What follows belongs to an exercise in optimizing a design on an open flow for small area; a production flow would make more cautious choices. The RTL was checked by simulation tests, not by an equivalence proof against the original design. Power is estimated from default activity; no workload was simulated.

==> flow/run.sh <==
#!/bin/bash
# synth_recipe.tcl (not shown) runs the flow's synth.tcl, then flattens the netlist and writes it again
# the make line also repeats each setting of config.mk as NAME=value (left out here)
make -C /OpenROAD-flow-scripts/flow DESIGN_CONFIG=/design/flow/config.mk WORK_HOME=/design/flow/orfs CLKGATE_MAP_FILE= SYNTH_SCRIPT=/design/flow/synth_recipe.tcl finish
==> flow/config.mk <==
export PLATFORM = sky130hd
export DESIGN_NAME = poly_fir_stage1
export DESIGN_NICKNAME = poly_fir_stage1
export VERILOG_FILES = /design/flow/design.v
export SDC_FILE = /design/flow/constraint.sdc
export NUM_CORES = 8
export LEC_CHECK = 0
export CAP_MARGIN = 20
export CORE_MARGIN = 2
export CORE_UTILIZATION = 60
export CTS_BUF_LIST = sky130_fd_sc_hd__clkbuf_4
export SLEW_MARGIN = 20
==> flow/constraint.sdc <==
create_clock -name core_clock -period 10.0 [get_ports {clk}]
set_input_delay 2.0000 -clock core_clock [delete_from_list [all_inputs] [get_ports {clk}]]
set_output_delay 2.0000 -clock core_clock [all_outputs]
set_load 0.01 [all_outputs]
==> flow/design.v <==
module poly_fir_stage1 #(
    parameter int DECIMATION_FACTOR = 9,
    parameter int TAP_LEN          = 63,
    parameter int DATA_WIDTH       = 16,
    parameter int COEF_WIDTH       = 16,
    parameter int BUF_LEN          = 64
    )(
    input  logic                          clk,
    input  logic                          rst,
    input  logic                          din_valid,
    output logic                          dout_valid,
    input  logic signed [DATA_WIDTH-1:0]  din,
    output logic signed [DATA_WIDTH-1:0]  dout
    );
    localparam int LW = 20;           
    localparam int HW = 32 - LW;      
    wire accept = din_valid & ~rst;
    logic       qs;
    logic [2:0] qm;
    always_ff @(posedge clk) begin
        if (rst) begin
            qs <= 1'b0;
            qm <= 3'd4;
        end else if (accept) begin
            if (qs) begin
                if (qm == 3'd1) begin
                    qs <= 1'b0;
                    qm <= 3'd0;
                end else begin
                    qm <= qm - 3'd1;
                end
            end else begin
                if (qm == 3'd4) qs <= 1'b1;
                else qm <= qm + 3'd1;
            end
        end
    end
    logic       go;
    logic       busy;
    logic [1:0] r;
    logic [2:0] j;
    wire last = busy & (j == 3'd6) & (r == 2'd3);
    wire       busy_n = rst ? 1'b0 : (go | (busy & ~last));
    wire [2:0] j_n = (go | (j == 3'd6)) ? 3'd0 : j + 3'd1;
    wire [1:0] r_n = go ? 2'd0 : ((j == 3'd6) ? r + 2'd1 : r);
    always_ff @(posedge clk) begin
        go   <= accept;
        busy <= busy_n;
        j    <= j_n;
        r    <= r_n;
    end
    wire blk_end = last & ~qs & (qm == 3'd4);
    logic       ks, ks_n;
    logic [1:0] km, km_n;
    always_comb begin
        ks_n = ks;
        km_n = km;
        if (!blk_end) begin
            if (ks) begin
                if (km == 2'd1) begin
                    ks_n = 1'b0;
                    km_n = 2'd0;
                end else begin
                    km_n = km - 2'd1;
                end
            end else begin
                if (km == 2'd3) ks_n = 1'b1;
                else km_n = km + 2'd1;
            end
        end
    end
    always_ff @(posedge clk) begin
        ks <= ks_n;
        km <= km_n;
    end
    logic [4:0] rom;
    always_comb begin
        case ({qm, ks_n ^ qs, km_n, r_n})
            8'd0: rom = 5'b00100;
            8'd1: rom = 5'b00001;
            8'd2: rom = 5'b11000;
            8'd3: rom = 5'b00100;
            8'd4: rom = 5'b00100;
            8'd5: rom = 5'b10001;
            8'd6: rom = 5'b10010;
            8'd7: rom = 5'b00010;
            8'd8: rom = 5'b00010;
            8'd9: rom = 5'b00001;
            8'd10: rom = 5'b11000;
            8'd11: rom = 5'b00001;
            8'd12: rom = 5'b10100;
            8'd13: rom = 5'b00100;
            8'd14: rom = 5'b00000;
            8'd15: rom = 5'b00000;
            8'd16: rom = 5'b00100;
            8'd17: rom = 5'b00001;
            8'd18: rom = 5'b11000;
            8'd19: rom = 5'b00100;
            8'd20: rom = 5'b00100;
            8'd21: rom = 5'b10001;
            8'd22: rom = 5'b10010;
            8'd23: rom = 5'b00010;
            8'd24: rom = 5'b00010;
            8'd25: rom = 5'b00001;
            8'd26: rom = 5'b11000;
            8'd27: rom = 5'b00001;
            8'd28: rom = 5'b10100;
            8'd29: rom = 5'b00100;
            8'd30: rom = 5'b00000;
            8'd31: rom = 5'b00000;
            8'd32: rom = 5'b10100;
            8'd33: rom = 5'b00001;
            8'd34: rom = 5'b11000;
            8'd35: rom = 5'b00100;
            8'd36: rom = 5'b11000;
            8'd37: rom = 5'b00001;
            8'd38: rom = 5'b10001;
            8'd39: rom = 5'b00010;
            8'd40: rom = 5'b00000;
            8'd41: rom = 5'b00000;
            8'd42: rom = 5'b10100;
            8'd43: rom = 5'b00001;
            8'd44: rom = 5'b10001;
            8'd45: rom = 5'b01000;
            8'd46: rom = 5'b00000;
            8'd47: rom = 5'b00000;
            8'd48: rom = 5'b10100;
            8'd49: rom = 5'b00001;
            8'd50: rom = 5'b11000;
            8'd51: rom = 5'b00100;
            8'd52: rom = 5'b10001;
            8'd53: rom = 5'b10010;
            8'd54: rom = 5'b10100;
            8'd55: rom = 5'b00010;
            8'd56: rom = 5'b00010;
            8'd57: rom = 5'b00100;
            8'd58: rom = 5'b00100;
            8'd59: rom = 5'b00000;
            8'd60: rom = 5'b10100;
            8'd61: rom = 5'b00010;
            8'd62: rom = 5'b00000;
            8'd63: rom = 5'b00000;
            8'd64: rom = 5'b11000;
            8'd65: rom = 5'b10001;
            8'd66: rom = 5'b01000;
            8'd67: rom = 5'b00010;
            8'd68: rom = 5'b00001;
            8'd69: rom = 5'b00001;
            8'd70: rom = 5'b00000;
            8'd71: rom = 5'b00010;
            8'd72: rom = 5'b00100;
            8'd73: rom = 5'b10001;
            8'd74: rom = 5'b10010;
            8'd75: rom = 5'b00001;
            8'd76: rom = 5'b11000;
            8'd77: rom = 5'b10010;
            8'd78: rom = 5'b00001;
            8'd79: rom = 5'b00000;
            8'd80: rom = 5'b11000;
            8'd81: rom = 5'b10001;
            8'd82: rom = 5'b01000;
            8'd83: rom = 5'b00010;
            8'd84: rom = 5'b00010;
            8'd85: rom = 5'b11000;
            8'd86: rom = 5'b01000;
            8'd87: rom = 5'b00001;
            8'd88: rom = 5'b00000;
            8'd89: rom = 5'b10010;
            8'd90: rom = 5'b00100;
            8'd91: rom = 5'b00000;
            8'd92: rom = 5'b00000;
            8'd93: rom = 5'b00001;
            8'd94: rom = 5'b00000;
            8'd95: rom = 5'b00000;
            8'd96: rom = 5'b10001;
            8'd97: rom = 5'b00100;
            8'd98: rom = 5'b00100;
            8'd99: rom = 5'b00010;
            8'd100: rom = 5'b00000;
            8'd101: rom = 5'b00001;
            8'd102: rom = 5'b00001;
            8'd103: rom = 5'b00010;
            8'd104: rom = 5'b11000;
            8'd105: rom = 5'b00000;
            8'd106: rom = 5'b10001;
            8'd107: rom = 5'b00001;
            8'd108: rom = 5'b10100;
            8'd109: rom = 5'b00000;
            8'd110: rom = 5'b00001;
            8'd111: rom = 5'b00000;
            8'd112: rom = 5'b10001;
            8'd113: rom = 5'b00100;
            8'd114: rom = 5'b00100;
            8'd115: rom = 5'b00010;
            8'd116: rom = 5'b10100;
            8'd117: rom = 5'b00100;
            8'd118: rom = 5'b00010;
            8'd119: rom = 5'b00001;
            8'd120: rom = 5'b00100;
            8'd121: rom = 5'b00001;
            8'd122: rom = 5'b00010;
            8'd123: rom = 5'b00000;
            8'd124: rom = 5'b11000;
            8'd125: rom = 5'b00001;
            8'd126: rom = 5'b00000;
            8'd127: rom = 5'b00000;
            8'd128: rom = 5'b00001;
            8'd129: rom = 5'b10010;
            8'd130: rom = 5'b00100;
            8'd131: rom = 5'b00010;
            8'd132: rom = 5'b00001;
            8'd133: rom = 5'b00000;
            8'd134: rom = 5'b00010;
            8'd135: rom = 5'b00010;
            8'd136: rom = 5'b00001;
            8'd137: rom = 5'b00000;
            8'd138: rom = 5'b00000;
            8'd139: rom = 5'b00001;
            8'd140: rom = 5'b00010;
            8'd141: rom = 5'b00010;
            8'd142: rom = 5'b00001;
            8'd143: rom = 5'b00000;
            8'd144: rom = 5'b00001;
            8'd145: rom = 5'b10010;
            8'd146: rom = 5'b00100;
            8'd147: rom = 5'b00010;
            8'd148: rom = 5'b00001;
            8'd149: rom = 5'b00001;
            8'd150: rom = 5'b00001;
            8'd151: rom = 5'b00001;
            8'd152: rom = 5'b11000;
            8'd153: rom = 5'b10010;
            8'd154: rom = 5'b00010;
            8'd155: rom = 5'b00000;
            8'd156: rom = 5'b00010;
            8'd157: rom = 5'b00000;
            8'd158: rom = 5'b00000;
            8'd159: rom = 5'b00000;
            default: rom = 5'd0;
        endcase
    end
    logic [4:0] dg;
    always_ff @(posedge clk) begin
        dg <= rom & {5{busy_n}};
    end
    wire       neg = dg[4];
    wire [3:0] sel = dg[3:0];
    logic signed [15:0] x;
    always_ff @(posedge clk) begin
        if (accept) x <= din;
    end
    logic [17:0] x3;
    logic [17:0] c3;
    logic        c9;
    assign x3[0] = x[0];
    assign c3[1] = 1'b0;
    genvar gi;
    generate
        for (gi = 1; gi < 17; gi++) begin : g_x3
            wire aa = (gi < 16) ? x[gi] : x[15];
            wire bb = x[gi-1];
            wire ci = (gi == 9) ? c9 : c3[gi];
            assign x3[gi] = aa ^ bb ^ ci;
            assign c3[gi+1] = (aa & bb) | (aa & ci) | (bb & ci);
        end
    endgenerate
    assign x3[17] = x[15];
    always_ff @(posedge clk) begin
        c9 <= c3[9];
    end
    wire [18:0] xe = {{3{x[15]}}, x};
    wire [18:0] mx = ({19{sel[0]}} & xe)
                   | ({19{sel[1]}} & {xe[17:0], 1'b0})
                   | ({19{sel[2]}} & {x3[17], x3})
                   | ({19{sel[3]}} & {xe[16:0], 2'b00});
    wire [18:0] mn = mx ^ {19{neg}};
    logic [31:0] term;
    always_comb begin
        case (r)
            2'd0: term = {{13{mn[18]}}, mn};
            2'd1: term = {{10{mn[18]}}, mn, {3{neg}}};
            2'd2: term = {{7{mn[18]}}, mn, {6{neg}}};
            default: term = {{4{mn[18]}}, mn, {9{neg}}};
        endcase
    end
    logic [32:0] ring [0:6];
    wire clr = busy & qs & (qm == 3'd4) & ~ks & (km == 2'd3) & (r == 2'd0);
    wire fin = busy & ~qs & (qm == 3'd4) & ks & (km == 2'd3) & (r == 2'd1);
    wire [32:0] a = ring[6] & {33{~clr}};
    logic [LW-1:0] lsum;
    logic [LW:0]   lc;
    logic [HW-1:0] hsum;
    logic [HW:0]   hc;
    assign lc[0] = neg;
    assign hc[0] = a[LW];
    generate
        for (gi = 0; gi < LW; gi++) begin : g_lo
            assign lsum[gi] = a[gi] ^ term[gi] ^ lc[gi];
            assign lc[gi+1] = (a[gi] & term[gi]) | (a[gi] & lc[gi]) | (term[gi] & lc[gi]);
        end
        for (gi = 0; gi < HW; gi++) begin : g_hi
            wire aa = a[LW+1+gi];
            wire tt = term[LW+gi];
            assign hsum[gi] = aa ^ tt ^ hc[gi];
            assign hc[gi+1] = (aa & tt) | (aa & hc[gi]) | (tt & hc[gi]);
        end
    endgenerate
    always_ff @(posedge clk) begin
        ring[0] <= {hsum, lc[LW], lsum};
        for (int i = 1; i < 7; i++) ring[i] <= ring[i-1];
    end
    always_ff @(posedge clk) begin
        if (rst) dout_valid <= 1'b0;
        else dout_valid <= fin;
    end
    wire [31:0] acc = {ring[0][32:LW+1], ring[0][LW-1:0]};
    wire [1:0] top = acc[31:30];
    assign dout = (top == 2'b01) ? 16'sh7fff :
                  (top == 2'b10) ? 16'sh8000 : acc[30:15];
endmodule
==> run_results.csv, run 1 <==
group,metric,value,unit
clocking,cts_root_buf,"clkbuf_4",
routing,vias,6394,
setup_path,slowest_delay,440,ps
setup_path,end_kind,"flip-flop",
synthesis,synth-seq-cells,268,
sta,rsz0062_at_grt,"no",
routing,drtPass1Iterations,8,
synthesis,synthXorXnorAreaFrac,2.28,%
cells_and_area,fillers,1194,
routing,ant_nets,0,
pwr,p_clk_share,20.1,%
cells_and_area,syn2layout_area_growth,12.8,%
synthesis,synth_top_family_by_area,"compound AO/OA/AOI/OAI gates",
run_status,status,"timing/DRC/antenna clean",
cells_and_area,final_cell_area,10900,um^2
sta,timing.fmax,105,MHz
grt,overflow,0,
clocking,hold_buffers,0,
clocking,cts_buffers,61,
synthesis,synth_compound_area_share,12.5,%
sta,fin_crit,9570,ps
sta,skew,33.8,ps
sta,finalSetupViolations,0,
pwr,power_frac_comb,34.9,%
floorplan,core,15800,um^2
pwr,seq_power_share,45.1,%
synthesis,syn_avg_cell_area,11.3,um^2
setup_path,slowest_stage,"fa_1",
synthesis,synth_top_area_cell,"dfxtp_1",
floorplan,ioPinCount,36,
synthesis,ys_warn_count,2,
worst_hold_path,hold_class,"reg -> reg",
pwr,vdd_drop_max,0.000156,V
pwr,switchingPower,1.42,mW
synthesis,ys_top_cells_by_count,"dfxtp_1, nand2_1, inv_1",
cells_and_area,nets,999,
synthesis,syn_area,9620,um^2
synthesis,synth_top_cell_area_share,52.4,%
clocking,cts_max_level,2,
grt,grt.total_usage,23.3,%
clocking,clk_latency,650,ps
synthesis,synth_fa_ha_area_share,11.9,%
grt,antenna_found_initial,1,
placed_design,hpwl,13500,um
sta,tns,0,ps
floorplan,num_rows,46,
floorplan,die_area,17100,um^2
clocking,cts.sinks,268,
grt,grt_pass1_wl,31000,um
cells_and_area,drive_above_1_share,13.5,%
routing,drc,0,
clocking,post-cts-setup-buffers,0,
setup_path,cp.arrival,10070,ps
clocking,cts_tree,"built",
synthesis,synth_edf_count,16,
clocking,clk_path_buf_depth,3,
routing,drtIter0Drc,426,
synthesis,yosysMostFrequentCell,"dfxtp_1",
pwr,switching_share,35.6,%
setup_path,path_class,"reg -> reg",
floorplan,dieHeight,131,um
setup_path,crit_required,10510,ps
setup_path,worstPathMaxFanout,10,
synthesis,synthCells,852,
job,maxCapViolCount,0,
floorplan,initial_utilization,61.0,%
setup_path,cp_common_cell,"fa_1",
pwr,leakage,4.57,nW
pwr,power.density,367,nW/um^2
synthesis,synthArstFlopShare,0,%
placed_design,gp_congestion,0.904,
sta,report.final.slew_viol_count,0,
routing,via_per_inst,5.45,
grt,grt_max_degree,33,
clocking,clkSlewWorstSetupHoldPaths,70,ps
synthesis,synth.net_count,937,
setup_path,startpoint_type,"flip-flop",
routing,detail_route.wirelength,19400,um
sta,slew-limit-headroom,28.2,%
sta,fin_crit_sh,95.7,%
synthesis,yosysUniqueCellTypes,76,
sta,tightest_slew,1070,ps
floorplan,die_w,131,um
synthesis,yosysSeqAreaShare,57.4,%
synthesis,ys_top_cells_by_area,"dfxtp_1, fa_1, edfxtp_1",
placed_design,placed_area,10100,um^2
pwr,p_int,2.56,mW
grt,grt_pass1_vias,6363,
routing,routedWlPerCell,16.6,um
synthesis,synth_top_flop_cell,"dfxtp_1",
placed_design,io_buffers,35,
sta,finalHoldViolCount,0,
synthesis,synthSimpleGateAreaFrac,9.78,%
synthesis,muxShareOfSynthArea,1.11,%
-- power by group through the flow --
stage | registers [mW] | clock network [mW] | logic, mW
finish | 1.79 | 0.799 | 1.39
global route | 1.84 | 0.882 | 1.54
CTS | 1.80 | 0.824 | 1.37
detailed placement | 1.81 | 0 | 1.36
global placement | 1.79 | 0 | 1.33
floorplan | 1.71 | 0 | 1.02
-- worst paths after layout --
check	start	end	slack [ps]	cells after the start
max	qm[0]$_SDFFE_PP0P_	ring[0][19]$_DFF_P_	430	29
min	ring[5][20]$_DFF_P_	ring[6][20]$_DFF_P_	300	0
max reg2reg	qm[0]$_SDFFE_PP0P_	ring[0][19]$_DFF_P_	430	29
min reg2reg	ring[5][20]$_DFF_P_	ring[6][20]$_DFF_P_	300	0
-- kinds of logic (layout without fill, tap and decap cells) --
| family | Yosys count | in the layout |
|---|---|---|
| other | 0 | 1 |
| AND/OR/NAND/NOR | 203 | 203 |
| multiplexers | 9 | 9 |
| AO/OA/AOI/OAI | 167 | 167 |
| buffers and inverters | 114 | 218 |
| XOR/XNOR | 25 | 25 |
| flip-flops | 268 | 268 |
| adder cells (fa/ha/maj) | 66 | 66 |
-- area by class of cell --
cell class / count / area, um^2 / share of cell area (%)
Sequential cell: 268 / 5530 / 50.9
Timing Repair Buffer: 45 / 429 / 3.95
Multi-Input combinational cell: 470 / 3610 / 33.3
Tap cell: 216 / 270 / 2.49
Antenna cell: 1 / 2.50 / 0.0231
Inverter: 68 / 259 / 2.39
Clock inverter: 14 / 67.6 / 0.623
Clock buffer: 91 / 683 / 6.30
-- critical path, delay by kind of cell (launching register included) --
family,cells,cell delay (ps)
fa+ha+maj,21,8080
flops,1,390
simple gates,4,510
buf+inv,4,440
-- cell usage in the layout, fill, tap and decap left out, drive strengths merged, types with 13 or more instances in the layout --
cell	count
clkinv	13
a221oi	16
nand2	90
dfxtp	252
clkbuf	91
o21ai	43
edfxtp	16
a21oi	27
xnor2	24
inv	68
nor2	52
fa	43
clkdlybuf4s50	35
ha	23
-- state kept, by name, summed over array words and instances, names as in the netlist, 2 cells and up --
name,flops
x,16
j,3
qm,3
ring,231
km,2
dg,5
r,2
-- routing by layer --
| layer | GRT usage (%) | routed length, um |
|---|---|---|
| met2 | 37.4 | 9110 |
| met4 | 10.3 | 526 |
| met5 | 0 | 0 |
| met1 | 30.6 | 8550 |
| met3 | 5.21 | 1260 |
-- metrics by stage --
step / util [%] / power, mW / std cells / hold slack (ps) / worst slack (ps)
6_report: 68.8 / 3.98 / 1173 / 298 / 434
5_1_grt: 68.8 / 4.27 / 1173 / 301 / 71.8
4_1_cts: 68.7 / 4.00 / 1172 / 303 / 349
3_5_place_dp: 64.0 / 3.17 / 1067 / 312 / 427
3_3_place_gp: 64.0 / 3.12 / 1067 / 310 / 548
2_1_floorplan: - / 2.73 / 852 / 310 / 562
-- timing repair --
action | CTS | global route
gates resized for setup | 0 | 3
endpoints found under the setup margin | 0 | 1
endpoints found under the hold margin | 0 | 0
==> inputs of run 2 (changes only) <==
--- a/flow/config.mk
+++ b/flow/config.mk
@@ -8,5 +8,4 @@
 export CAP_MARGIN = 20
 export CORE_MARGIN = 2
-export CORE_UTILIZATION = 60
-export CTS_BUF_LIST = sky130_fd_sc_hd__clkbuf_4
+export CORE_UTILIZATION = 40
 export SLEW_MARGIN = 20
==> run_results.csv, run 2 <==
group,metric,value,unit
synthesis,synth_top_area_cell,"dfxtp_1",
cells_and_area,antenna_cells,0,
sta,fin_crit_sh,94.0,%
routing,vias,6009,
synthesis,ys_top_cells_by_count,"dfxtp_1, nand2_1, inv_1",
clocking,hold_buffers,0,
sta,tightest_slew,846,ps
run_status,status,"timing/DRC/antenna clean",
floorplan,die_w,159,um
synthesis,yosysSeqAreaShare,57.4,%
placed_design,post-place-cells,1177,
synthesis,syn_avg_cell_area,11.3,um^2
sta,report.final.slew_viol_count,0,
sta,finalSetupViolations,0,
synthesis,yosysMostFrequentCell,"dfxtp_1",
routing,drtPass1Iterations,5,
sta,rsz0062_at_grt,"no",
worst_hold_path,hold_class,"reg -> reg",
pwr,power.density,369,nW/um^2
grt,grt_max_degree,32,
setup_path,crit_required,10400,ps
grt,overflow,0,
grt,grt_pass1_vias,5600,
setup_path,startpoint_type,"flip-flop",
clocking,cts_max_level,1,
clocking,clk_path_buf_depth,3,
synthesis,synth-seq-cells,268,
sta,slew-limit-headroom,43.6,%
cells_and_area,syn2layout_area_growth,15.7,%
sta,timing.fmax,106,MHz
grt,antenna_found_initial,0,
setup_path,slowest_delay,430,ps
sta,skew,7.50,ps
sta,fin_crit,9400,ps
clocking,clk_latency,530,ps
placed_design,hpwl,12400,um
synthesis,synthArstFlopShare,0,%
routing,drc,0,
setup_path,cp_common_cell,"fa_1",
pwr,total_power,4.11,mW
clocking,cts.sinks,268,
clocking,cts_resized,0,
job,maxCapViolCount,0,
synthesis,synthCells,852,
cells_and_area,regMostFlops,"ring",
clocking,cts_buffers,26,
synthesis,synth_top_flop_cell,"dfxtp_1",
cells_and_area,nets,971,
cells_and_area,final_common_cell,"dfxtp_1",
clocking,clkSlewWorstSetupHoldPaths,70,ps
setup_path,path_class,"reg -> reg",
setup_path,slowest_stage,"fa_1",
synthesis,yosysUniqueCellTypes,76,
cells_and_area,largest_reg_flops,231,
grt,grt.total_usage,14.2,%
pwr,vdd_drop_max,0.000156,V
cells_and_area,drive_above_1_share,8.74,%
synthesis,synth_top_cell_area_share,52.4,%
setup_path,worstPathMaxFanout,9,
placed_design,placed_area,10300,um^2
setup_path,cp.arrival,9800,ps
routing,routedWlPerCell,14.8,um
sta,finalHoldViolCount,0,
routing,drtIter0Drc,510,
cells_and_area,final_cell_mix,"dfxtp_1, nand2_1, inv_1, nor2_1, fa_1",
floorplan,initial_utilization,40.9,%
routing,detail_route.wirelength,18100,um
clocking,cts_tree,"built",
synthesis,syn_area,9620,um^2
sta,tns,0,ps
floorplan,core,23500,um^2
cells_and_area,fin_cells,1223,
floorplan,dieHeight,159,um
sta,whs,321,ps
floorplan,ioPinCount,36,
placed_design,gp_congestion,0.868,
floorplan,num_rows,56,
grt,grt_pass1_wl,29700,um
pwr,leakage,4.57,nW
setup_path,end_kind,"flip-flop",
synthesis,synth_edf_count,16,
floorplan,die_area,25300,um^2
routing,via_per_inst,4.91,
synthesis,ys_warn_count,2,
cells_and_area,reg_top3,"ring: 231 flops, x: 16 flops, dg: 5 flops",
placed_design,io_buffers,35,
synthesis,ys_top_cells_by_area,"dfxtp_1, fa_1, edfxtp_1",
cells_and_area,final_cell_area,11100,um^2
clocking,post-cts-setup-buffers,0,
routing,ant_nets,0,
synthesis,synth.net_count,937,
clocking,cts_root_buf,"clkbuf_16",
[run 2: cell counts after synthesis]
No cell type changed its count.
[run 2: worst paths after layout]
path,start,slack [ps],cells after the start,to
setup / recovery,r[0]$_DFF_P_,600,28,ring[0][19]$_DFF_P_
hold / removal,ring[3][2]$_DFF_P_,320,0,ring[4][2]$_DFF_P_
setup reg to reg,r[0]$_DFF_P_,600,28,ring[0][19]$_DFF_P_
hold reg to reg,ring[3][2]$_DFF_P_,320,0,ring[4][2]$_DFF_P_
[run 2: area by class of cell]
class / instances / area (um^2)
Clock buffer: 35 / 724
Clock inverter: 11 / 135
Fill cell: 2210 / 12400
Inverter: 68 / 255
Multi-Input combinational cell: 470 / 3620
Sequential cell: 268 / 5530
Tap cell: 319 / 399
Timing Repair Buffer: 52 / 478
[run 2: cell families after synthesis]
logic type	Yosys count	share of synthesized area, %
multiplexers	9	1.11
buffers and inverters	114	5.03
XOR/XNOR	25	2.28
AO/OA/AOI/OAI	167	12.5
flip-flops	268	57.4
AND/OR/NAND/NOR	203	9.78
adder cells (fa/ha/maj)	66	11.9
[run 2: critical path, delay by kind of cell (launching register included)]
| family | cells | cell delay, ps |
|---|---|---|
| AOI/OAI and AO/OA | 2 | 380 |
| adders and majority gates | 21 | 8080 |
| buffers and inverters | 4 | 320 |
| DFF | 1 | 420 |
| and+or+nand+nor | 1 | 60 |
[run 2: where the power goes]
part	switching, mW	total [mW]	internal, mW
sequential	0.168	1.77	1.60
clock	0.402	0.966	0.564
combinational	0.816	1.37	0.553
total	1.39	4.11	2.72
[run 2: per-layer routing]
layer	GRT usage (%)	share of wire (%)	vias up
li1	-	-	2946
met1	22.0	51	2835
met2	20.3	41	190
met3	2.76	5.6	38
met4	3.43	2.3	0
met5	0	0	-
[run 2: metrics by stage]
step	setup WS [ps]	utilization, %
floorplan	562	-
global placement	733	43.6
detailed placement	674	43.6
CTS	616	47.3
global route	204	47.3
finish	602	47.3
==> inputs of run 3 (changes only) <==
==> flow/flow/run.sh (new file) <==
#!/bin/bash
set -euo pipefail
export BUFFER_PORTS_ARGS="-buffer_cell sky130_fd_sc_hd__buf_1"
export CTS_ARGS="-sink_clustering_enable -repair_clock_nets -sink_clustering_size ${CTS_SIZE:-24} -sink_clustering_max_diameter ${CTS_DIAM:-60} -buf_list sky130_fd_sc_hd__clkbuf_16 -dont_use_dummy_load"
bash standard.sh finish > make_flow.log 2>&1
==> flow/standard.sh (new file) <==
#!/bin/bash
# synth_recipe.tcl (not shown) runs the flow's synth.tcl, then flattens the netlist and writes it again
# the make line also repeats each setting of config.mk as NAME=value (left out here)
make -C /OpenROAD-flow-scripts/flow DESIGN_CONFIG=/design/flow/config.mk WORK_HOME=/design/flow/orfs CLKGATE_MAP_FILE= SYNTH_SCRIPT=/design/flow/synth_recipe.tcl "${@:-finish}"
--- a/flow/config.mk
+++ b/flow/config.mk
@@ -8,4 +8,4 @@
 export CAP_MARGIN = 20
 export CORE_MARGIN = 2
-export CORE_UTILIZATION = 40
+export CORE_UTILIZATION = 60
 export SLEW_MARGIN = 20
removed: flow/run.sh
==> run_results.csv, run 3 <==
group,metric,value,unit
cells_and_area,final_cell_mix,"dfxtp_1, nand2_1, inv_1, nor2_1, fa_1",
synthesis,synthArstFlopShare,0,%
placed_design,hpwl,12800,um
job,maxCapViolCount,0,
grt,grt_max_degree,32,
floorplan,ioPinCount,36,
placed_design,gp_congestion,0.953,
cells_and_area,largest_reg_flops,231,
sta,finalHoldViolCount,0,
floorplan,initial_utilization,61.0,%
synthesis,ys_warn_count,2,
grt,grt.total_usage,22.1,%
run_status,status,"timing/DRC/antenna clean",
worst_hold_path,whs_path_depth,0,
cells_and_area,drive_above_1_share,5.42,%
setup_path,critPathTopFamily,"adder cells",
cells_and_area,finish.utilization,65.2,%
sta,whs,289,ps
cells_and_area,regMostFlops,"ring",
sta,timing.fmax,104,MHz
routing,via_per_inst,5.55,
routing,detail_route.wirelength,18300,um
routing,vias,6015,
sta,finalSetupViolations,0,
setup_path,worstPathMaxFanout,18,
clocking,post-cts-setup-buffers,0,
synthesis,ys_top_cells_by_count,"dfxtp_1, nand2_1, inv_1",
floorplan,num_rows,46,
synthesis,synthCells,852,
clocking,cts_root_buf,"clkbuf_16",
sta,report.final.slew_viol_count,0,
sta,fin_crit,9630,ps
placed_design,post-place-cells,1066,
routing,drtIter0Drc,503,
synthesis,synth.net_count,937,
placed_design,io_buffers,35,
sta,fin_crit_sh,96.3,%
setup_path,cp_num_cells,27,
floorplan,dieHeight,131,um
worst_hold_path,hold_class,"reg -> reg",
cells_and_area,fillers,1272,
setup_path,slowest_delay,660,ps
setup_path,r2r.worst_path.cells,27,
setup_path,path_class,"reg -> reg",
setup_path,cp.arrival,10020,ps
cells_and_area,fin_cells,1083,
clocking,cts_max_level,1,
synthesis,synth_top_cell_area_share,52.4,%
sta,skew,57.5,ps
synthesis,yosysSeqAreaShare,57.4,%
routing,routedWlPerCell,16.9,um
synthesis,synth-seq-cells,268,
grt,overflow,0,
synthesis,syn_avg_cell_area,11.3,um^2
synthesis,yosysMostFrequentCell,"dfxtp_1",
synthesis,synth_edf_count,16,
clocking,hold_buffers,0,
cells_and_area,final_common_cell,"dfxtp_1",
cells_and_area,syn2layout_area_growth,6.93,%
setup_path,cp_common_cell,"fa_1",
synthesis,yosysUniqueCellTypes,76,
floorplan,die_w,131,um
synthesis,syn_area,9620,um^2
setup_path,startpoint_type,"flip-flop",
sta,tightest_slew,1090,ps
synthesis,synth_top_area_cell,"dfxtp_1",
clocking,cts_buffers,17,
pwr,vdd_drop_max,0.000164,V
clocking,clk_path_buf_depth,3,
pwr,leakage,4.22,nW
pwr,power.density,359,nW/um^2
floorplan,core,15800,um^2
clocking,cts.sinks,268,
setup_path,end_kind,"flip-flop",
synthesis,ys_top_cells_by_area,"dfxtp_1, fa_1, edfxtp_1",
clocking,clk_latency,500,ps
clocking,clkSlewWorstSetupHoldPaths,90,ps
routing,drc,0,
clocking,cts_tree,"built",
setup_path,crit_required,10380,ps
floorplan,die_area,17100,um^2
cells_and_area,reg_top3,"ring: 231 flops, x: 16 flops, dg: 5 flops",
grt,grt_pass1_vias,5946,
grt,grt_pass1_wl,30100,um
cells_and_area,nets,954,
routing,ant_nets,0,
setup_path,slowest_stage,"dfxtp_1",
sta,slew-limit-headroom,27.2,%
cells_and_area,antenna_cells,0,
setup_path,cp_num_buf_inv,3,
synthesis,synth_top_flop_cell,"dfxtp_1",
grt,antenna_found_initial,0,
routing,drtPass1Iterations,7,
## run 3: layer usage
metal / global-route usage, % / wire [um] / up-vias
li1: - / - / 2897
met5: 0 / 0 / -
met4: 5.94 / 374 / 0
met2: 35.5 / 8360 / 226
met1: 31.4 / 8440 / 2859
met3: 3.62 / 1150 / 33
## run 3: kinds of logic (layout without fill, tap and decap cells)
| family | Yosys count | in the layout | synth area share [%] |
|---|---|---|---|
| compound gates | 167 | 167 | 12.5 |
| xor+xnor | 25 | 25 | 2.28 |
| fa+ha+maj | 66 | 66 | 11.9 |
| buf+inv | 114 | 129 | 5.03 |
| flops | 268 | 268 | 57.4 |
| mux | 9 | 9 | 1.11 |
| simple gates | 203 | 203 | 9.78 |
## run 3: timing repair
| action | 4_1_cts | 5_1_grt |
|---|---|---|
| endpoints found under the hold margin | 0 | 0 |
| endpoints found under the setup margin | 0 | 1 |
| resized for setup | 0 | 1 |
## run 3: layout make-up
cell class	count	area (um^2)	area share, %
sequential	268	5530	53.7
multi-input combinational	470	3610	35.1
clock buffer	17	425	4.13
timing repair buffer	44	199	1.93
inverter	68	255	2.48
tap	216	270	2.63
## run 3: final timing paths
check / start / endpoint / slack (ps)
min reg2reg: ring[4][32]$_DFF_P_ / ring[5][32]$_DFF_P_ / 290
max reg2reg: dg[0]$_DFF_P_ / ring[0][19]$_DFF_P_ / 370
min: ring[4][32]$_DFF_P_ / ring[5][32]$_DFF_P_ / 290
max: dg[0]$_DFF_P_ / ring[0][19]$_DFF_P_ / 370
## run 3: per-stage QoR
step | area [um^2] | power, mW | setup slack, ps | TNS [ps]
detailed placement | 9860 | 3.08 | 378 | 0
global placement | 9860 | 3.04 | 540 | 0
CTS | 10300 | 3.71 | 365 | 0
finish | 10300 | 3.69 | 367 | 0
floorplan | 9620 | 2.73 | 562 | 0
global route | 10300 | 3.98 | -7.60 | -7.60
## run 3: power by group
group,leakage [nW],switching (mW),internal [mW],total [mW]
sequential,2.27,0.190,1.60,1.79
combinational,1.74,0.815,0.471,1.29
clock,0.209,0.313,0.302,0.615
total,4.22,1.32,2.37,3.69
==> inputs of run 4 (changes only) <==
==> flow/flow/run.sh (replaced) <==
#!/bin/bash
set -euo pipefail
export BUFFER_PORTS_ARGS="-buffer_cell sky130_fd_sc_hd__buf_1"
export CTS_ARGS="-sink_clustering_enable -repair_clock_nets -sink_clustering_size ${CTS_SIZE:-28} -sink_clustering_max_diameter ${CTS_DIAM:-100} -buf_list sky130_fd_sc_hd__clkbuf_16 -dont_use_dummy_load"
bash standard.sh finish > make_flow.log 2>&1
--- a/flow/config.mk
+++ b/flow/config.mk
@@ -8,4 +8,5 @@
 export CAP_MARGIN = 20
 export CORE_MARGIN = 2
-export CORE_UTILIZATION = 60
+export CORE_UTILIZATION = 75
+export PLACE_DENSITY = 0.85
 export SLEW_MARGIN = 20
==> run_results.csv, run 4 <==
group,metric,value,unit
run_status,status,"timing/DRC/antenna clean",
cells_and_area,final_common_cell,"dfxtp_1",
synthesis,synth_top_area_cell,"dfxtp_1",
placed_design,io_buffers,35,
clocking,clk_path_buf_depth,3,
synthesis,synth_top_cell_area_share,52.4,%
clocking,cts_buffers,13,
worst_hold_path,whs_path_depth,0,
grt,grt.total_usage,32.5,%
cells_and_area,register_area,5530,um^2
routing,drtPass1Iterations,7,
sta,fin_crit,9750,ps
cells_and_area,reg_top3,"ring: 231 flops, x: 16 flops, dg: 5 flops",
pwr,power_frac_comb,38.3,%
cells_and_area,final_cell_mix,"dfxtp_1, nand2_1, inv_1, nor2_1, fa_1",
sta,rsz0062_at_grt,"no",
pwr,switchingPower,1.44,mW
cells_and_area,nets,954,
sta,slew-limit-headroom,43.2,%
synthesis,syn_area,9620,um^2
setup_path,startpoint_type,"flip-flop",
synthesis,ys_warn_count,2,
pwr,seq_power_share,47.5,%
grt,overflow,0,
setup_path,crit_required,10350,ps
routing,vias,6448,
grt,grt_pass1_vias,6563,
routing,detail_route.wirelength,21500,um
synthesis,synthCells,852,
clocking,clk_latency,470,ps
sta,finalHoldViolCount,0,
setup_path,slowest_delay,460,ps
placed_design,hpwl,14200,um
routing,via_per_inst,6.21,
clocking,cts_tree,"built",
floorplan,num_rows,41,
floorplan,dieHeight,117,um
synthesis,synthArstFlopShare,0,%
clocking,cts.sinks,268,
worst_hold_path,whs_endpoint,"ring[6][27]$_DFF_P_",
setup_path,end_kind,"flip-flop",
setup_path,reg2reg_from,"qm[1]$_SDFFE_PP0P_",
worst_hold_path,hold_class,"reg -> reg",
cells_and_area,syn2layout_area_growth,5.89,%
pwr,p_clk_share,14.2,%
cells_and_area,regMostFlops,"ring",
pwr,vdd_drop_max,0.000259,V
grt,antenna_found_initial,0,
setup_path,regToRegSetupSlack,250,ps
setup_path,cp_common_cell,"fa_1",
setup_path,worstPathMaxFanout,10,
cells_and_area,fillers,661,
sta,timing.fmax,103,MHz
synthesis,yosysMostFrequentCell,"dfxtp_1",
floorplan,core,12600,um^2
cells_and_area,fin_cells,1039,
setup_path,critPathTopFamily,"adder cells",
worst_hold_path,hp-start,"ring[5][27]$_DFF_P_",
clocking,clkSlewWorstSetupHoldPaths,100,ps
setup_path,cp_num_buf_inv,4,
setup_path,reg2reg_to,"ring[0][19]$_DFF_P_",
routing,drc,0,
routing,routedWlPerCell,20.7,um
floorplan,ioPinCount,36,
cells_and_area,multi_input_area,3630,um^2
placed_design,post-place-cells,1024,
pwr,leakage,4.20,nW
sta,tightest_slew,853,ps
routing,wl_met3,1470,um
cells_and_area,drive_above_1_share,6.11,%
routing,drtIter0Drc,722,
synthesis,syn_avg_cell_area,11.3,um^2
routing,met1Wirelength,8280,um
synthesis,synth_edf_count,16,
synthesis,ys_top_cells_by_area,"dfxtp_1, fa_1, edfxtp_1",
synthesis,synth-seq-cells,268,
setup_path,r2r.worst_path.cells,29,
setup_path,path_class,"reg -> reg",
synthesis,synth_top_flop_cell,"dfxtp_1",
setup_path,cp.arrival,10100,ps
cells_and_area,finish.utilization,81.1,%
synthesis,yosysSeqAreaShare,57.4,%
routing,ant_nets,0,
pwr,switching_share,38.0,%
routing,routed-wl-met2,10700,um
synthesis,ys_top_cells_by_count,"dfxtp_1, nand2_1, inv_1",
synthesis,yosysUniqueCellTypes,76,
cells_and_area,largest_reg_flops,231,
pwr,total_power,3.79,mW
floorplan,die_area,13800,um^2
pwr,p_int,2.35,mW
grt,grt_max_degree,33,
floorplan,die_w,117,um
grt,grt_pass1_wl,34200,um
pwr,power.density,372,nW/um^2
synthesis,synth.net_count,937,
cells_and_area,antenna_cells,0,
setup_path,slowest_stage,"fa_1",
floorplan,initial_utilization,76.6,%
sta,fin_crit_sh,97.5,%
sta,finalSetupViolations,0,
placed_design,gp_congestion,0.924,
clocking,cts_max_level,1,
sta,skew,34.7,ps
setup_path,crit_path_start,"qm[1]$_SDFFE_PP0P_",
sta,report.final.slew_viol_count,0,
clocking,cts_root_buf,"clkbuf_16",
sta,tns,0,ps
job,maxCapViolCount,0,
routing,top_layer,"met4",
==> run 4: cell counts after synthesis <==
Identical to the previous run, type by type.
==> run 4: worst reg2reg max path: cells and delay by family (launching register included) <==
kind / cells / cell delay (ps)
DFF: 1 / 440
buffers and inverters: 4 / 420
adders and majority gates: 21 / 8210
and+or+nand+nor: 4 / 550
==> run 4: how the worst max path moves through the flow <==
| stage | to | slack, ps | cells past startpoint |
|---|---|---|---|
| final | ring[0][19]$_DFF_P_ | 250 | 29 |
| after global routing | ring[0][19]$_DFF_P_ | 20 | 29 |
| after CTS | ring[0][19]$_DFF_P_ | 150 | 28 |
| after detailed placement | ring[0][19]$_DFF_P_ | 370 | 28 |
| after global placement | ring[0][19]$_DFF_P_ | 700 | 29 |
| after floorplan | ring[0][19]$_DFF_P_ | 560 | 30 |
==> run 4: cells by family after synthesis <==
kind of cell | after synthesis | share of synthesized area, %
flops | 268 | 57.4
mux | 9 | 1.11
fa+ha+maj | 66 | 11.9
compound gates | 167 | 12.5
xor+xnor | 25 | 2.28
buf+inv | 114 | 5.03
simple gates | 203 | 9.78
==> run 4: layout make-up <==
cell class | instances | area share, %
well taps | 172 | 2.11
multi-input cells | 470 | 35.6
flip-flops and latches | 268 | 54.2
repair buffers | 48 | 2.28
inverters | 68 | 2.54
clock buffers | 13 | 3.19
==> run 4: power groups by stage <==
stage,Clock [mW],Combinational (mW),Sequential [mW]
after floorplan,0,1.02,1.71
after global placement,0,1.27,1.78
after detailed placement,0,1.36,1.81
after CTS,0.537,1.41,1.80
after global routing,0.574,1.58,1.84
final,0.537,1.45,1.80
==> run 4: stage by stage <==
stage	setup WS (ps)	hold WS, ps	area, um^2
after floorplan	562	310	9620
after global placement	701	310	9820
after detailed placement	372	312	9820
after CTS	149	296	10100
after global routing	24.3	296	10200
final	246	292	10200
==> run 4: routing by layer <==
metal | global-route usage, % | vias up
met4 | 13.7 | 0
met5 | 0 | -
met2 | 55.8 | 392
met1 | 41.6 | 3055
li1 | - | 2891
met3 | 4.38 | 110
==> run 4: timing repair <==
| item | CTS | global route |
|---|---|---|
| setup buffers | 0 | 2 |
| hold buffers | 0 | 0 |
| gates resized for setup | 0 | 7 |
| setup endpoints to repair | 0 | 1 |
==> inputs of run 5 (changes only) <==
==> flow/flow/run.sh (replaced) <==
#!/bin/bash
# Own layout flow: the standard flow (standard.sh) with changes that only affect how the
# layout is built:
#  - synthesis: flow/synth.tcl (the standard flow's synthesis script with an area-oriented ABC mapping;
#    same registers, names and cell types),
#  - port buffers use the smallest buffer cell,
#  - clock tree synthesis builds one level of large clock buffers without dummy loads,
set -euo pipefail
here=$(pwd)
export OWN_ABC_SCRIPT="$here/flow/area.abc"
export BUFFER_PORTS_ARGS="-buffer_cell sky130_fd_sc_hd__buf_1"
export CTS_ARGS="-sink_clustering_enable -repair_clock_nets -sink_clustering_size 24 -sink_clustering_max_diameter 60 -buf_list sky130_fd_sc_hd__clkbuf_16 -dont_use_dummy_load"
sed "s#SYNTH_SCRIPT=[^ ]*#SYNTH_SCRIPT=$here/flow/synth.tcl#" standard.sh > own_standard.sh
bash own_standard.sh finish > make_flow.log 2>&1
==> flow/flow/area.abc (new file) <==
strash
 &get -n
 &fraig -x
 &put
 scorr
 dc2
 strash
 &get -n
 &dch -f
 &nf -a
 &put
==> flow/flow/synth.tcl (new file) <==
# The standard synthesis (synth_recipe.tcl) with two changes to the combinational mapping only:
# Yosys's synth runs without its internal quick ABC pass (so full adders are extracted from the
# RTL's own adder structure), and the final ABC mapping uses flow/area.abc. Register inference,
# flip-flop mapping, flattening and renaming are unchanged.
proc synth {args} { yosys synth -nofsm -noshare -noabc {*}$args }
proc abc {args} {
  set i [lsearch -exact $args -script]
  if {$i >= 0} { lset args [expr {$i+1}] $::env(OWN_ABC_SCRIPT) }
  yosys abc {*}$args
}
source $::env(SCRIPTS_DIR)/synth.tcl
# left out here: clear keep_hierarchy, flatten, clean up, hide names made inside functions, write 1_2_yosys.v
--- a/flow/config.mk
+++ b/flow/config.mk
@@ -8,5 +8,4 @@
 export CAP_MARGIN = 20
 export CORE_MARGIN = 2
-export CORE_UTILIZATION = 75
-export PLACE_DENSITY = 0.85
+export CORE_UTILIZATION = 60
 export SLEW_MARGIN = 20
==> run_results.csv, run 5 <==
group,metric,value,unit
setup_path,reg2reg_from,"qm[1]$_SDFFE_PP0P_",
floorplan,initial_utilization,61.2,%
cells_and_area,antenna_cells,0,
sta,report.final.slew_viol_count,0,
floorplan,num_rows,44,
synthesis,ys_warn_count,2,
synthesis,synth_top_flop_cell,"dfxtp_1",
cells_and_area,nets,854,
cells_and_area,multi_input_area,3310,um^2
synthesis,synth-seq-cells,268,
sta,finalSetupViolations,0,
synthesis,syn_area,8900,um^2
setup_path,end_kind,"flip-flop",
sta,tightest_slew,664,ps
cells_and_area,largest_reg_flops,231,
grt,grt_pass1_wl,28000,um
clocking,clkSlewWorstSetupHoldPaths,80,ps
sta,fin_crit,9430,ps
synthesis,synth_top_cell_area_share,56.7,%
pwr,power.density,354,nW/um^2
run_status,status,"timing/DRC/antenna clean",
worst_hold_path,whs_path_depth,0,
clocking,cts.sinks,268,
routing,detail_route.wirelength,16800,um
setup_path,critPathTopFamily,"adder cells",
worst_hold_path,hold_class,"reg -> reg",
cells_and_area,fillers,1090,
clocking,cts_resized,0,
floorplan,die_area,15800,um^2
synthesis,synth_top_area_cell,"dfxtp_1",
sta,skew,40.4,ps
synthesis,ys_top_cells_by_area,"dfxtp_1, fa_1, edfxtp_1",
grt,antenna_found_initial,0,
cells_and_area,syn2layout_area_growth,9.30,%
worst_hold_path,whs_endpoint,"ring[4][19]$_DFF_P_",
synthesis,yosysUniqueCellTypes,46,
worst_hold_path,hp-start,"ring[3][19]$_DFF_P_",
routing,drc,0,
clocking,cts_tree,"built",
placed_design,hpwl,11400,um
setup_path,regToRegSetupSlack,570,ps
grt,grt_max_degree,37,
pwr,leakage,4.03,nW
setup_path,worstPathMaxFanout,13,
sta,finalHoldViolCount,0,
clocking,cts_max_level,1,
setup_path,cp_num_cells,25,
routing,vias,5471,
routing,drtIter0Drc,518,
placed_design,io_buffers,35,
floorplan,die_w,126,um
setup_path,cp.arrival,9790,ps
placed_design,placed_area,9350,um^2
floorplan,ioPinCount,36,
clocking,cts_root_buf,"clkbuf_16",
setup_path,path_class,"reg -> reg",
routing,routedWlPerCell,17.5,um
pwr,vdd_drop_max,0.000195,V
floorplan,core,14500,um^2
cells_and_area,drive_above_1_share,3.48,%
routing,ant_nets,0,
routing,drtPass1Iterations,7,
clocking,clk_path_buf_depth,3,
routing,via_per_inst,5.70,
synthesis,synth_edf_count,16,
clocking,hold_buffers,0,
cells_and_area,final_cell_mix,"dfxtp_1, nand2_1, fa_1, nor2b_1, buf_1",
setup_path,r2r.worst_path.cells,25,
setup_path,slowest_stage,"dfxtp_1",
cells_and_area,reg_top3,"ring: 231 flops, x: 16 flops, dg: 5 flops",
sta,slew-limit-headroom,55.4,%
setup_path,crit_required,10360,ps
synthesis,ys_top_cells_by_count,"dfxtp_1, nand2_1, fa_1",
synthesis,syn_avg_cell_area,12.4,um^2
placed_design,gp_congestion,0.852,
synthesis,synthArstFlopShare,0,%
setup_path,slowest_delay,450,ps
setup_path,cp_num_buf_inv,1,
clocking,clk_latency,470,ps
grt,grt.total_usage,22.0,%
job,maxCapViolCount,0,
sta,rsz0062_at_grt,"no",
cells_and_area,final_cell_area,9720,um^2
synthesis,synthCells,715,
cells_and_area,regMostFlops,"ring",
sta,fin_crit_sh,94.3,%
sta,timing.fmax,106,MHz
setup_path,reg2reg_to,"ring[0][19]$_DFF_P_",
setup_path,cp_common_cell,"fa_1",
synthesis,yosysSeqAreaShare,62.1,%
sta,tns,0,ps
grt,overflow,0,
grt,grt_pass1_vias,5395,
cells_and_area,final_common_cell,"dfxtp_1",
cells_and_area,register_area,5530,um^2
clocking,post-cts-setup-buffers,0,
setup_path,startpoint_type,"flip-flop",
synthesis,synth.net_count,792,
floorplan,dieHeight,126,um
clocking,cts_buffers,15,
synthesis,yosysMostFrequentCell,"dfxtp_1",
## run 5: power by group
part	switching [mW]	leakage [nW]	internal, mW
Sequential	0.175	2.27	1.58
Combinational	0.721	1.58	0.408
Clock	0.297	0.185	0.268
Total	1.19	4.03	2.25
## run 5: cells by family after synthesis
| group | count (synthesis) | synth area share [%] |
|---|---|---|
| flip-flops | 268 | 62.1 |
| XOR/XNOR | 26 | 2.56 |
| AO/OA/AOI/OAI | 145 | 11.7 |
| buffers and inverters | 20 | 0.844 |
| AND/OR/NAND/NOR | 195 | 10.5 |
| adder cells (fa/ha/maj) | 58 | 12.0 |
| multiplexers | 3 | 0.338 |
## run 5: worst max path at each step
stage                  startpoint             endpoint  slack, ps
3_3_place_gp   qm[1]$_SDFFE_PP0P_  ring[0][19]$_DFF_P_        680
3_5_place_dp   qm[1]$_SDFFE_PP0P_  ring[0][19]$_DFF_P_        520
5_1_grt        qm[1]$_SDFFE_PP0P_  ring[0][19]$_DFF_P_        150
4_1_cts        qm[1]$_SDFFE_PP0P_  ring[0][19]$_DFF_P_        580
2_1_floorplan        r[0]$_DFF_P_  ring[0][19]$_DFF_P_         20
6_report       qm[1]$_SDFFE_PP0P_  ring[0][19]$_DFF_P_        570
## run 5: through the flow
| stage | util (%) | power, mW | hold WS, ps | worst slack, ps | instances |
|---|---|---|---|---|---|
| floorplan | - | 2.49 | 310 | 18.1 | 715 |
| global placement | 64.3 | 2.85 | 310 | 678 | 944 |
| detailed placement | 64.3 | 2.88 | 312 | 525 | 944 |
| CTS | 66.9 | 3.47 | 289 | 577 | 959 |
| global route | 66.9 | 3.69 | 303 | 152 | 959 |
| finish | 66.9 | 3.45 | 293 | 570 | 959 |
## run 5: metal layers
layer | track usage [%] | routed length, um | vias up
met4 | 4.14 | 281 | 0
li1 | - | - | 2643
met3 | 2.89 | 811 | 25
met5 | 0 | 0 | -
met1 | 32.7 | 7890 | 2613
met2 | 35.3 | 7840 | 190
## run 5: final cells by class
| class | count | share of cell area, % |
|---|---|---|
| sequential | 268 | 56.8 |
| inverter | 19 | 0.733 |
| clock buffer | 15 | 3.86 |
| timing repair buffer | 46 | 2.20 |
| multi-input combinational | 427 | 34.0 |
| tap | 184 | 2.37 |
==> inputs of run 6 (changes only) <==
--- a/flow/design.v
+++ b/flow/design.v
@@ -284,12 +284,17 @@
         endcase
     end
-    logic [32:0] ring [0:6];
-    wire clr = busy & qs & (qm == 3'd4) & ~ks & (km == 2'd3) & (r == 2'd0);
-    wire fin = busy & ~qs & (qm == 3'd4) & ks & (km == 2'd3) & (r == 2'd1);
-    wire [32:0] a = ring[6] & {33{~clr}};
+    localparam int UW = HW - 1;       
+    logic [LW+UW:0] ring [0:6];
+    wire clr  = busy & qs & (qm == 3'd4) & ~ks & (km == 2'd3) & (r == 2'd0);
+    wire fin  = busy & ~qs & (qm == 3'd4) & ks & (km == 2'd3) & (r == 2'd1);
+    wire role0 = ks & (km == 2'd3);
+    wire [LW+UW:0] a = ring[6] & {(LW+UW+1){~clr}};
+    logic e31, e31v;
+    wire  a31 = e31v ? e31 : a[LW+UW];
     logic [LW-1:0] lsum;
     logic [LW:0]   lc;
     logic [HW-1:0] hsum;
     logic [HW:0]   hc;
+    wire  [HW-1:0] ah = {a31, a[LW+UW:LW+1]};
     assign lc[0] = neg;
     assign hc[0] = a[LW];
@@ -300,13 +305,14 @@
         end
         for (gi = 0; gi < HW; gi++) begin : g_hi
-            wire aa = a[LW+1+gi];
-            wire tt = term[LW+gi];
-            assign hsum[gi] = aa ^ tt ^ hc[gi];
-            assign hc[gi+1] = (aa & tt) | (aa & hc[gi]) | (tt & hc[gi]);
+            assign hsum[gi] = ah[gi] ^ term[LW+gi] ^ hc[gi];
+            assign hc[gi+1] = (ah[gi] & term[LW+gi]) | (ah[gi] & hc[gi]) | (term[LW+gi] & hc[gi]);
         end
     endgenerate
     always_ff @(posedge clk) begin
-        ring[0] <= {hsum, lc[LW], lsum};
+        ring[0] <= {hsum[UW-1:0], lc[LW], lsum};
         for (int i = 1; i < 7; i++) ring[i] <= ring[i-1];
+        if (role0) e31 <= hsum[HW-1];
+        if (blk_end) e31v <= 1'b0;
+        else if (role0) e31v <= 1'b1;
     end
     always_ff @(posedge clk) begin
@@ -314,6 +320,6 @@
         else dout_valid <= fin;
     end
-    wire [31:0] acc = {ring[0][32:LW+1], ring[0][LW-1:0]};
-    wire [1:0] top = acc[31:30];
+    wire [30:0] acc = {ring[0][LW+UW:LW+1], ring[0][LW-1:0]};
+    wire [1:0] top = {e31, acc[30]};
     assign dout = (top == 2'b01) ? 16'sh7fff :
                   (top == 2'b10) ? 16'sh8000 : acc[30:15];
--- a/flow/flow/run.sh
+++ b/flow/flow/run.sh
@@ -10,5 +10,5 @@
 export OWN_ABC_SCRIPT="$here/flow/area.abc"
 export BUFFER_PORTS_ARGS="-buffer_cell sky130_fd_sc_hd__buf_1"
-export CTS_ARGS="-sink_clustering_enable -repair_clock_nets -sink_clustering_size 24 -sink_clustering_max_diameter 60 -buf_list sky130_fd_sc_hd__clkbuf_16 -dont_use_dummy_load"
+export CTS_ARGS="-sink_clustering_enable -repair_clock_nets -sink_clustering_size 32 -sink_clustering_max_diameter 100 -buf_list sky130_fd_sc_hd__clkbuf_16 -dont_use_dummy_load"
 sed "s#SYNTH_SCRIPT=[^ ]*#SYNTH_SCRIPT=$here/flow/synth.tcl#" standard.sh > own_standard.sh
 bash own_standard.sh finish > make_flow.log 2>&1
--- a/flow/config.mk
+++ b/flow/config.mk
@@ -8,4 +8,4 @@
 export CAP_MARGIN = 20
 export CORE_MARGIN = 2
-export CORE_UTILIZATION = 60
+export CORE_UTILIZATION = 65
 export SLEW_MARGIN = 20
==> run_results.csv, run 6 <==
group,metric,value,unit
grt,grt_max_degree,41,
sta,finalSetupViolations,0,
clocking,cts_max_level,1,
routing,detail_route.wirelength,19300,um
cells_and_area,final_common_cell,"dfxtp_1",
cells_and_area,regMostFlops,"ring",
synthesis,synth_top_family_by_area,"adder cells",
worst_hold_path,whs_path_depth,0,
cells_and_area,largest_reg_flops,224,
cells_and_area,fillers,838,
pwr,power.density,365,nW/um^2
cells_and_area,antenna_cells,0,
setup_path,worstPathMaxFanout,31,
cells_and_area,reg_top3,"ring: 224 flops, x: 16 flops, dg: 5 flops",
clocking,clk_path_buf_depth,3,
run_status,status,"timing/DRC/antenna clean",
pwr,leakage,3.93,nW
floorplan,ioPinCount,36,
sta,finalHoldViolCount,0,
synthesis,yosysSeqAreaShare,61.8,%
sta,rsz0062_at_grt,"no",
sta,whs,329,ps
cells_and_area,final_cell_mix,"dfxtp_1, nand2_1, fa_1, nor2b_1, buf_1",
synthesis,synth_fa_ha_area_share,12.1,%
synthesis,synthXorXnorAreaFrac,2.29,%
cells_and_area,finish.utilization,72.1,%
clocking,hold_buffers,0,
setup_path,crit_required,10360,ps
synthesis,synth_top_flop_cell,"dfxtp_1",
grt,grt_pass1_wl,31200,um
synthesis,synth_top_area_cell,"dfxtp_1",
cells_and_area,nets,846,
synthesis,yosysMostFrequentCell,"dfxtp_1",
clocking,cts_resized,0,
cells_and_area,final_cell_area,9540,um^2
synthesis,muxShareOfSynthArea,0.342,%
clocking,clkSlewWorstSetupHoldPaths,120,ps
routing,drc,0,
sta,fin_crit_sh,97.2,%
synthesis,yosysUniqueCellTypes,50,
synthesis,ys_top_cells_by_count,"dfxtp_1, nand2_1, fa_1",
cells_and_area,syn2layout_area_growth,8.57,%
pwr,vdd_drop_max,0.000235,V
routing,drtPass1Iterations,7,
placed_design,hpwl,12800,um
worst_hold_path,whs_endpoint,"ring[3][18]$_DFF_P_",
floorplan,dieHeight,120,um
synthesis,synth_edf_count,17,
sta,tightest_slew,1020,ps
clocking,cts_tree,"built",
placed_design,placed_area,9240,um^2
placed_design,io_buffers,35,
setup_path,startpoint_type,"flip-flop",
clocking,post-cts-setup-buffers,0,
grt,grt.total_usage,27.6,%
pwr,total_power,3.48,mW
synthesis,syn_avg_cell_area,12.4,um^2
clocking,cts_root_buf,"clkbuf_16",
cells_and_area,register_area,5440,um^2
floorplan,core,13200,um^2
synthesis,ys_top_cells_by_area,"dfxtp_1, fa_1, edfxtp_1",
sta,fin_crit,9720,ps
sta,timing.fmax,103,MHz
setup_path,slowest_delay,500,ps
floorplan,num_rows,42,
synthesis,synthCells,710,
routing,ant_nets,0,
routing,drtIter0Drc,672,
clocking,clk_latency,480,ps
synthesis,syn_area,8790,um^2
grt,overflow,0,
routing,vias,5778,
setup_path,cp.arrival,10080,ps
setup_path,path_class,"reg -> reg",
synthesis,synth-seq-cells,263,
synthesis,synth_top_cell_area_share,56.0,%
floorplan,die_w,120,um
routing,routedWlPerCell,20.4,um
setup_path,reg2reg_to,"ring[0][19]$_DFF_P_",
floorplan,die_area,14500,um^2
setup_path,slowest_stage,"dfxtp_1",
synthesis,synthSimpleGateAreaFrac,10.5,%
cells_and_area,drive_above_1_share,3.39,%
grt,antenna_found_initial,0,
synthesis,synthArstFlopShare,0,%
sta,report.final.slew_viol_count,0,
synthesis,synth_compound_area_share,12.0,%
clocking,cts_buffers,12,
sta,tns,0,ps
worst_hold_path,hp-start,"ring[2][18]$_DFF_P_",
clocking,cts.sinks,263,
synthesis,ys_warn_count,2,
setup_path,reg2reg_from,"qm[1]$_SDFFE_PP0P_",
placed_design,gp_congestion,0.833,
setup_path,end_kind,"flip-flop",
job,maxCapViolCount,0,
setup_path,cp_common_cell,"fa_1",
synthesis,synth.net_count,787,
setup_path,r2r.worst_path.cells,25,
routing,via_per_inst,6.13,
worst_hold_path,hold_class,"reg -> reg",
floorplan,initial_utilization,66.4,%
setup_path,regToRegSetupSlack,280,ps
sta,slew-limit-headroom,31.6,%
cells_and_area,multi_input_area,3300,um^2
grt,grt_pass1_vias,5853,
sta,skew,53.0,ps
run 6: logic make-up (layout without fill, tap and decap cells):
group	count (synthesis)	count (layout)
simple gates	195	195
fa+ha+maj	58	58
compound gates	147	147
flops	263	263
buf+inv	21	78
xor+xnor	23	23
mux	3	3
run 6: final cells by class:
cell class	count	area share [%]
clock buffer	12	3.15
multi-input combinational	426	34.6
timing repair buffer	46	2.24
inverter	20	0.787
tap	176	2.31
sequential	263	57.0
run 6: critical path: cells and delay by family (launching register included):
| kind | cells | cell delay [ps] |
|---|---|---|
| simple gates | 3 | 540 |
| buf+inv | 2 | 550 |
| fa+ha+maj | 20 | 8040 |
| flops | 1 | 500 |
run 6: worst max-delay path by stage:
stage	startpoint	to	slack [ps]	cells after the start
2_1_floorplan	r[0]$_DFF_P_	ring[0][19]$_DFF_P_	40	25
5_1_grt	qm[1]$_SDFFE_PP0P_	ring[0][19]$_DFF_P_	70	25
6_report	qm[1]$_SDFFE_PP0P_	ring[0][19]$_DFF_P_	280	25
4_1_cts	qm[1]$_SDFFE_PP0P_	ring[0][19]$_DFF_P_	440	25
3_5_place_dp	qm[1]$_SDFFE_PP0P_	ring[0][19]$_DFF_P_	560	25
3_3_place_gp	qm[1]$_SDFFE_PP0P_	ring[0][19]$_DFF_P_	730	25
run 6: metrics by stage:
stage / cells / setup WS (ps)
after detailed placement: 931 / 560
after global routing: 943 / 74.0
final: 943 / 281
after global placement: 931 / 731
after floorplan: 710 / 38.6
after CTS: 943 / 439
run 6: per-layer routing:
layer	share of wire [%]	up-vias	routed length, um	global-route usage [%]
met2	49	276	9460	46.9
met5	0	-	0	0
li1	-	2630	-	-
met3	5.6	64	1090	3.30
met4	3.9	0	743	8.36
met1	41	2808	7980	37.5
run 6: where the power goes:
group | internal [mW] | total (mW) | switching (mW)
registers | 1.55 | 1.74 | 0.190
clock network | 0.218 | 0.510 | 0.293
logic | 0.434 | 1.23 | 0.796
total | 2.20 | 3.48 | 1.28
==> inputs of run 7 (changes only) <==
--- a/flow/flow/run.sh
+++ b/flow/flow/run.sh
@@ -10,5 +10,5 @@
 export OWN_ABC_SCRIPT="$here/flow/area.abc"
 export BUFFER_PORTS_ARGS="-buffer_cell sky130_fd_sc_hd__buf_1"
-export CTS_ARGS="-sink_clustering_enable -repair_clock_nets -sink_clustering_size 32 -sink_clustering_max_diameter 100 -buf_list sky130_fd_sc_hd__clkbuf_16 -dont_use_dummy_load"
+export CTS_ARGS="-sink_clustering_enable -repair_clock_nets -sink_clustering_size 36 -sink_clustering_max_diameter 120 -buf_list sky130_fd_sc_hd__clkbuf_16 -dont_use_dummy_load"
 sed "s#SYNTH_SCRIPT=[^ ]*#SYNTH_SCRIPT=$here/flow/synth.tcl#" standard.sh > own_standard.sh
 bash own_standard.sh finish > make_flow.log 2>&1
==> run_results.csv, run 7 <==
group,metric,value,unit
run_status,status,"timing/DRC/antenna clean",
setup_path,worstPathMaxFanout,31,
clocking,cts.sinks,263,
synthesis,syn_area,8790,um^2
routing,vias,5760,
grt,antenna_found_initial,0,
synthesis,yosysMostFrequentCell,"dfxtp_1",
synthesis,synth-seq-cells,263,
grt,overflow,0,
routing,drtPass1Iterations,8,
clocking,cts_tree,"built",
cells_and_area,final_cell_area,9520,um^2
placed_design,hpwl,12800,um
cells_and_area,syn2layout_area_growth,8.29,%
routing,drc,0,
placed_design,gp_congestion,0.833,
pwr,power.density,365,nW/um^2
pwr,leakage,3.92,nW
cells_and_area,antenna_cells,0,
synthesis,synth_top_area_cell,"dfxtp_1",
cells_and_area,final_common_cell,"dfxtp_1",
sta,report.final.slew_viol_count,0,
synthesis,yosysUniqueCellTypes,50,
sta,finalWorstSetupSlack,344,ps
clocking,clk_latency,480,ps
setup_path,cp.arrival,10010,ps
synthesis,synthCells,710,
sta,fin_crit_sh,96.6,%
clocking,cts_resized,0,
floorplan,die_area,14500,um^2
sta,skew,36.5,ps
floorplan,dieHeight,120,um
synthesis,synthArstFlopShare,0,%
setup_path,path_class,"reg -> reg",
sta,rsz0062_at_grt,"no",
synthesis,ys_top_cells_by_area,"dfxtp_1, fa_1, edfxtp_1",
cells_and_area,final_cell_mix,"dfxtp_1, nand2_1, fa_1, nor2b_1, buf_1",
clocking,clkSlewWorstSetupHoldPaths,120,ps
routing,routedWlPerCell,20.6,um
clocking,hold_buffers,0,
synthesis,synth.net_count,787,
grt,grt_pass1_vias,5796,
clocking,cts_root_buf,"clkbuf_16",
grt,grt.total_usage,27.5,%
floorplan,ioPinCount,36,
sta,finalHoldViolCount,0,
cells_and_area,drive_above_1_share,3.26,%
pwr,total_power,3.47,mW
sta,finalSetupViolations,0,
cells_and_area,nets,845,
synthesis,synth_edf_count,17,
grt,grt_max_degree,41,
clocking,cts_max_level,1,
cells_and_area,largest_reg_flops,224,
setup_path,startpoint_type,"flip-flop",
routing,drtIter0Drc,629,
worst_hold_path,hold_class,"reg -> reg",
placed_design,placed_area,9240,um^2
floorplan,core,13200,um^2
floorplan,initial_utilization,66.4,%
synthesis,ys_top_cells_by_count,"dfxtp_1, nand2_1, fa_1",
synthesis,ys_warn_count,2,
synthesis,syn_avg_cell_area,12.4,um^2
setup_path,crit_required,10360,ps
synthesis,yosysSeqAreaShare,61.8,%
cells_and_area,regMostFlops,"ring",
grt,grt_pass1_wl,31100,um
sta,slew-limit-headroom,31.0,%
clocking,post-cts-setup-buffers,0,
sta,tns,0,ps
sta,tightest_slew,1030,ps
clocking,clk_path_buf_depth,3,
floorplan,num_rows,42,
sta,timing.fmax,104,MHz
setup_path,end_kind,"flip-flop",
job,maxCapViolCount,0,
placed_design,place_ws,560,ps
routing,detail_route.wirelength,19400,um
floorplan,die_w,120,um
clocking,cts_buffers,11,
pwr,vdd_drop_max,0.000219,V
synthesis,synth_top_flop_cell,"dfxtp_1",
routing,ant_nets,0,
placed_design,io_buffers,35,
synthesis,synth_top_cell_area_share,56.0,%
cells_and_area,reg_top3,"ring: 224 flops, x: 16 flops, dg: 5 flops",
sta,fin_crit,9660,ps
routing,via_per_inst,6.11,
run 7: cell counts after synthesis:
Identical to the previous run, type by type.
run 7: cells by family after synthesis:
family	synth area share, %
flops	61.8
compound gates	12.0
simple gates	10.5
buf+inv	0.897
xor+xnor	2.29
fa+ha+maj	12.1
mux	0.342
run 7: layout make-up:
type | instances | area [um^2]
fill | 847 | 3730
sequential | 263 | 5440
timing repair buffer | 46 | 214
inverter | 20 | 75.1
tap | 176 | 220
clock buffer | 11 | 275
multi-input combinational | 426 | 3300
run 7: worst max-delay path: stages, from the launching register on:
cell and delay (ps):
dfxtp_1 510, clkinv_1 190, ha_1 240, nand2_1 140, nor3_4 240, buf_4 360
nor2b_1 140, fa_1 460, fa_1 390, fa_1 410, fa_1 400, fa_1 420
fa_1 400, fa_1 390, fa_1 420, fa_1 390, fa_1 390, fa_1 400
fa_1 400, fa_1 410, fa_1 410, fa_1 400, fa_1 400, fa_1 410
fa_1 390, fa_1 450
run 7: metrics by stage:
stage               instances  utilization [%]  hold slack (ps)
global route              942             71.9              308
finish                    942             71.9              307
global placement          931             69.8              310
CTS                       942             71.9              304
detailed placement        931             69.8              312
floorplan                 710                -              310
run 7: per-layer routing:
| layer | global-route usage, % | share of wire [%] | vias up | wire length (um) |
|---|---|---|---|---|
| li1 | - | - | 2625 | - |
| met1 | 37.5 | 42 | 2800 | 8060 |
| met2 | 46.9 | 49 | 287 | 9580 |
| met3 | 2.97 | 6.0 | 48 | 1160 |
| met4 | 8.72 | 3.0 | 0 | 587 |
| met5 | 0 | 0 | - | 0 |
run 7: power breakdown:
group / switching (mW) / leakage (nW) / internal, mW
sequential: 0.193 / 2.22 / 1.55
combinational: 0.797 / 1.56 / 0.436
clock: 0.294 / 0.136 / 0.201
total: 1.28 / 3.92 / 2.19
run 7: final timing paths:
check	startpoint	end	slack (ps)	cells past startpoint
worst max-delay path	qm[1]$_SDFFE_PP0P_	ring[0][19]$_DFF_P_	340	25
worst min-delay path	ring[5][31]$_DFF_P_	ring[6][31]$_DFF_P_	310	0
worst max register to register	qm[1]$_SDFFE_PP0P_	ring[0][19]$_DFF_P_	340	25
worst min register to register	ring[5][31]$_DFF_P_	ring[6][31]$_DFF_P_	310	0

-- port drivers added, routing unchanged --
Ports are ideal in the flow. The routed layouts listed here were re-timed in OpenROAD. Step 1 sets driving cells, clkbuf_16 on the clock port and buf_2 on the other inputs (assumed; they add their load-dependent delay and slew). Step 2 adds t to the input delays and takes it off the output delays; t is the mean of the earliest and latest rising clock arrival at the registers after step 1. Input paths then give back, and output paths get back, about the clock's delay inside the block. a / b / c = ideal ports / drivers / drivers and shift; a / b = the first two.
run | t, ns | slack for setup (ns) | worst register clock-pin slew, ns
run 1 | 0.671 | 0.434 / 0.434 / 0.434 | 0.08 / 0.08
run 2 | 0.568 | 0.602 / 0.602 / 0.602 | 0.07 / 0.07
run 3 | 0.502 | 0.367 / 0.367 / 0.367 | 0.09 / 0.09
run 4 | 0.494 | 0.246 / 0.246 / 0.246 | 0.10 / 0.10
run 5 | 0.495 | 0.570 / 0.570 / 0.570 | 0.09 / 0.09
run 6 | 0.497 | 0.281 / 0.281 / 0.281 | 0.12 / 0.12
run 7 | 0.501 | 0.344 / 0.344 / 0.344 | 0.12 / 0.12
After both steps every run listed still meets setup and hold.
